What follows belongs to an exercise in optimizing a design on an open flow for small area, a short achievable clock period and few clock cycles; a production flow would make more cautious choices.

== violet ==
## SQRT
module SQRT(
	RST,
	CLK,
	IN_VALID,
	IN,
	OUT_VALID,
	OUT
);
input CLK;
input RST;
input [15:0] IN;
input IN_VALID;
output [11:0] OUT;
output OUT_VALID;
reg [3:0] cnt;       
reg ovalid;
reg [13:0] r;        
reg [11:0] q;        
reg [9:0] x;         
assign OUT_VALID = ovalid;
assign OUT = q;
wire busy  = |cnt;
wire start = IN_VALID & ~busy;
wire last  = (cnt == 4'd10);
wire [5:0] v = IN[15:10];
wire [7:1] ge;                   
assign ge[1] = v >= 6'd1;
assign ge[2] = v >= 6'd4;
assign ge[3] = v >= 6'd9;
assign ge[4] = v >= 6'd16;
assign ge[5] = v >= 6'd25;
assign ge[6] = v >= 6'd36;
assign ge[7] = v >= 6'd49;
wire [2:0] q3 = {ge[4], ge[2] & ~ge[4] | ge[6], ge[1] & ~ge[2] | ge[3] & ~ge[4] | ge[5] & ~ge[6] | ge[7]};
wire [3:0] r3 = ge[7] ? v - 6'd49 : ge[6] ? v - 6'd36 : ge[5] ? v - 6'd25 : ge[4] ? v - 6'd16 :
                ge[3] ? v - 6'd9 : ge[2] ? v - 6'd4 : ge[1] ? v - 6'd1 : v[3:0];
wire [6:0] first = {q3, r3};
wire        pos = ~r[13];
wire [15:0] a   = {r, x[9:8]};
wire [15:0] op  = {{2{pos}}, q ^ {12{pos}}, 2'b11};
wire [15:0] sum = a + op;
wire        nb  = ~sum[15];
wire [11:0] qinc = q + 12'd1;
always @(posedge CLK or posedge RST) begin
	if (RST) begin
		cnt <= 4'd0;
		ovalid <= 1'b0;
	end else begin
		cnt <= start ? 4'd1 : (last ? 4'd0 : cnt + {3'd0, busy});
		ovalid <= last;
	end
end
always @(posedge CLK) begin
	if (start) begin
		r <= {10'd0, first[3:0]};
		q <= {9'd0, first[6:4]};
		x <= IN[9:0];
	end else begin
		r <= sum[13:0];
		q <= last ? (nb ? qinc : q) : {q[10:0], nb};
		x <= {x[7:0], 2'b00};
	end
end
endmodule
==> flow/config.mk <==
export PLATFORM = sky130hd
export DESIGN_NAME = SQRT
export DESIGN_NICKNAME = SQRT
export VERILOG_FILES = /design/flow/design.v
export SDC_FILE = /design/flow/constraint.sdc
export NUM_CORES = 4
export LEC_CHECK = 0
export CAP_MARGIN = 20
export CORE_MARGIN = 2
export CORE_UTILIZATION = 40
export SETUP_SLACK_MARGIN = 2.3
export SLEW_MARGIN = 20
==> flow/constraint.sdc <==
create_clock -name core_clock -period 5.0 [get_ports {CLK}]
set_input_delay 1.0000 -clock core_clock [delete_from_list [all_inputs] [get_ports {CLK}]]
set_output_delay 1.0000 -clock core_clock [all_outputs]
set_load 0.01 [all_outputs]
standard.sh (not shown) runs the stock make flow with config.mk's settings and CLKGATE_MAP_FILE= SYNTH_SCRIPT=/design/flow/synth_recipe.tcl, a recipe that flattens the netlist after the stock synthesis.
==> flow/flow/run.sh <==
#!/bin/bash
set -euo pipefail
export BUFFER_PORTS_ARGS="-buffer_cell sky130_fd_sc_hd__buf_1"

bash standard.sh synth > standard_synth.log 2>&1

R=orfs/results/$FLOW_PLATFORM/SQRT/base
LIB=$FLOW_HOME/platforms/$FLOW_PLATFORM/lib/sky130_fd_sc_hd__tt_025C_1v80.lib
YOSYS=$(command -v yosys || echo $FLOW_HOME/../tools/install/yosys/bin/yosys)
cp $R/1_2_yosys.v standard_1_2_yosys.v

# sequential and tie cells stay as they are; everything else is re-mapped
SEQ=$(grep -o 'cell *( *"\?sky130_fd_sc_hd__[a-z0-9_]*' $LIB | grep -o 'sky130_fd_sc_hd__[a-z0-9_]*' \
      | grep -E '__(df|edf|sdf|sedf|dlx|dlr|dlclkp|sdlclkp|conb)' | tr '\n' ' ')
DU=$(grep -o 'sky130_fd_sc_hd__\(lpflow\|probe\)[a-z0-9_]*' $LIB | sort -u | sed 's/^/-dont_use /' | tr '\n' ' ')
cat > remap.ys <<EOT
read_liberty -ignore_miss_func $LIB
blackbox $SEQ
read_verilog standard_1_2_yosys.v
hierarchy -top $FLOW_TOP
flatten
rename -hide w:*.*
opt_clean
stat
abc -liberty $LIB -script flow/remap.abc $DU
splitnets
opt_clean -purge
hilomap -singleton -hicell sky130_fd_sc_hd__conb_1 HI -locell sky130_fd_sc_hd__conb_1 LO
insbuf -buf sky130_fd_sc_hd__buf_4 A X
stat -liberty $LIB
write_verilog -noattr -nohex -nodec remapped.v
EOT
$YOSYS -l remap.log remap.ys > /dev/null 2>&1
cp remapped.v $R/1_2_yosys.v

bash standard.sh > standard.log 2>&1
==> flow/flow/remap.abc <==
strash; dch; map -D 1400; topo; stime -c; buffer -c; upsize -c; dnsize -c; stime -c
No stage failed in violet, and the final checks on the layout all came back clean.
The following lists how fjord was set up differently from violet:
Settings: SETUP_SLACK_MARGIN now 2.6, was 2.3.
==> flow/flow/run.sh <==
#!/bin/bash
set -o pipefail
export BUFFER_PORTS_ARGS="-buffer_cell sky130_fd_sc_hd__buf_1"
bash standard.sh > standard.log 2>&1
removed: flow/flow/remap.abc
Count of nets after finishing (lower): violet
For global-route usage, violet and fjord come out practically identical.
In the metrics for fjord and violet, the one carrying the lower routing usage on met3 is violet.
Lower share of cells above drive strength 1 goes to violet over fjord.
NOTE: final-layout worst hold slack in fjord falls short of that of violet
Of fjord and violet, fjord shows the lower largest fanout on the critical path, with violet above it.
fjord and violet ended up with roughly the same clock input transition at the sequential cells of the worst setup and hold paths.
Compared with violet, final weighted congestion in routability-driven placement in fjord increased slightly.
violet → fjord: worst setup slack moved up.
> inputs changed (fjord -> ember)
Settings: changing SETUP_SLACK_MARGIN from 2.6 to 2.3.
==> flow/flow/run.sh <==
#!/bin/bash
set -euo pipefail
export BUFFER_PORTS_ARGS="-buffer_cell sky130_fd_sc_hd__buf_1"

bash standard.sh synth > standard_synth.log 2>&1

R=orfs/results/$FLOW_PLATFORM/SQRT/base
LIB=$FLOW_HOME/platforms/$FLOW_PLATFORM/lib/sky130_fd_sc_hd__tt_025C_1v80.lib
YOSYS=$(command -v yosys || echo $FLOW_HOME/../tools/install/yosys/bin/yosys)
cp $R/1_2_yosys.v standard_1_2_yosys.v

# sequential and tie cells stay as they are; everything else is re-mapped
SEQ=$(grep -o 'cell *( *"\?sky130_fd_sc_hd__[a-z0-9_]*' $LIB | grep -o 'sky130_fd_sc_hd__[a-z0-9_]*' \
      | grep -E '__(df|edf|sdf|sedf|dlx|dlr|dlclkp|sdlclkp|conb)' | tr '\n' ' ')
DU=$(grep -o 'sky130_fd_sc_hd__\(lpflow\|probe\)[a-z0-9_]*' $LIB | sort -u | sed 's/^/-dont_use /' | tr '\n' ' ')
cat > remap.ys <<EOT
read_liberty -ignore_miss_func $LIB
blackbox $SEQ
read_verilog standard_1_2_yosys.v
hierarchy -top $FLOW_TOP
flatten
rename -hide w:*.*
opt_clean
stat
abc -liberty $LIB -script flow/remap.abc $DU
splitnets
opt_clean -purge
hilomap -singleton -hicell sky130_fd_sc_hd__conb_1 HI -locell sky130_fd_sc_hd__conb_1 LO
insbuf -buf sky130_fd_sc_hd__buf_4 A X
stat -liberty $LIB
write_verilog -noattr -nohex -nodec remapped.v
EOT
$YOSYS -l remap.log remap.ys > /dev/null 2>&1
cp remapped.v $R/1_2_yosys.v

bash standard.sh > standard.log 2>&1
==> flow/flow/remap.abc (new file) <==
strash; dch; map -D 1600; topo; stime -c; buffer -c; upsize -c; dnsize -c; stime -c
Notes after the runs:
- Taking fjord as the reference, in ember multi-input combinational cell count -0.78%, worst-case setup margin in the final layout down 99 ps, placed cell count saw an increase.
- [ember] pin count of the biggest net entering global routing fell 1 relative to fjord
> inputs changed (ember -> nickel)
==> flow/flow/run.sh <==
#!/bin/bash
set -o pipefail
export BUFFER_PORTS_ARGS="-buffer_cell sky130_fd_sc_hd__buf_1"
bash standard.sh > standard.log 2>&1
removed: flow/flow/remap.abc
## What came out
- Sort ember and nickel by portion of the clock cycle consumed by the worst path in the final layout asc -> top: ember
- Routed metal-1 wire length was higher in nickel than in ember.
- Compared with ember, nickel ends up with more cell area.
- Note that the routed length on met3 recorded for ember amounts to 0.79 times the value seen in nickel.
- What ember reported for width of the chip has to be multiplied by 1.05 to get the figure for nickel.
- Taking nickel over ember, the number of global-route vias before repair ratio works out to 1.13.
- The final reports for nickel and ember show initial standard-cell utilization of the core lower in the former.
[inputs] sierra vs nickel
==> flow/flow/run.sh <==
#!/bin/bash
set -euo pipefail
export BUFFER_PORTS_ARGS="-buffer_cell sky130_fd_sc_hd__buf_1"

bash standard.sh synth > standard_synth.log 2>&1

R=orfs/results/$FLOW_PLATFORM/SQRT/base
LIB=$FLOW_HOME/platforms/$FLOW_PLATFORM/lib/sky130_fd_sc_hd__tt_025C_1v80.lib
YOSYS=$(command -v yosys || echo $FLOW_HOME/../tools/install/yosys/bin/yosys)
cp $R/1_2_yosys.v standard_1_2_yosys.v

# sequential and tie cells stay as they are; everything else is re-mapped
SEQ=$(grep -o 'cell *( *"\?sky130_fd_sc_hd__[a-z0-9_]*' $LIB | grep -o 'sky130_fd_sc_hd__[a-z0-9_]*' \
      | grep -E '__(df|edf|sdf|sedf|dlx|dlr|dlclkp|sdlclkp|conb)' | tr '\n' ' ')
DU=$(grep -o 'sky130_fd_sc_hd__\(lpflow\|probe\)[a-z0-9_]*' $LIB | sort -u | sed 's/^/-dont_use /' | tr '\n' ' ')
cat > remap.ys <<EOT
read_liberty -ignore_miss_func $LIB
blackbox $SEQ
read_verilog standard_1_2_yosys.v
hierarchy -top $FLOW_TOP
flatten
rename -hide w:*.*
opt_clean
stat
abc -liberty $LIB -script flow/remap.abc $DU
splitnets
opt_clean -purge
hilomap -singleton -hicell sky130_fd_sc_hd__conb_1 HI -locell sky130_fd_sc_hd__conb_1 LO
insbuf -buf sky130_fd_sc_hd__buf_4 A X
stat -liberty $LIB
write_verilog -noattr -nohex -nodec remapped.v
EOT
$YOSYS -l remap.log remap.ys > /dev/null 2>&1
cp remapped.v $R/1_2_yosys.v

bash standard.sh > standard.log 2>&1
==> flow/flow/remap.abc (new file) <==
strash; dch; map -D 1500; topo; stime -c; buffer -c; upsize -c; dnsize -c; stime -c
### Flow results
Against nickel as the reference, sierra delivers a lower chip height. Delta(via density per instance, sierra - nickel) < 0. Cmp sierra and nickel / shortest period the worst path allows / lower: sierra. Looking at number of tapcells, sierra sits about 6% lower than nickel does.
Function was not checked in any run of this note: the RTL went through the layout flow alone.

[port drivers added, routing unchanged]
No port has a modelled driver above. Below, the same layouts with a new extraction and two added sets of constraints.
Step 1 (the two cells are an assumption about what drives the block):
set clk [get_ports {CLK}]
set_driving_cell -lib_cell sky130_fd_sc_hd__clkbuf_16 $clk
set_driving_cell -lib_cell sky130_fd_sc_hd__buf_2 [delete_from_list [all_inputs] $clk]
Step 2 moves the port delays by t, midway between the first and last clock arrival at a register: inputs arrive t later, outputs are due t later. That takes back most of the time a late clock gives input paths.
Three values: ideal, step 1, step 2; two values: the first two.
run | shift t [ns] | setup slack, ns | pins driven straight from the clock port
violet | 0.323 | 2.511 / 2.520 / 2.197 | 1
fjord | 0.320 | 2.612 / 2.589 / 2.269 | 1
ember | 0.325 | 2.513 / 2.522 / 2.197 | 1
nickel | 0.330 | 2.361 / 2.369 / 2.039 | 1
sierra | 0.326 | 2.563 / 2.563 / 2.308 | 1
After both steps every run listed still meets setup and hold. For fjord, which loses most, drivers alone change the setup slack by -0.023 ns; drivers and shift together by -0.343 ns.
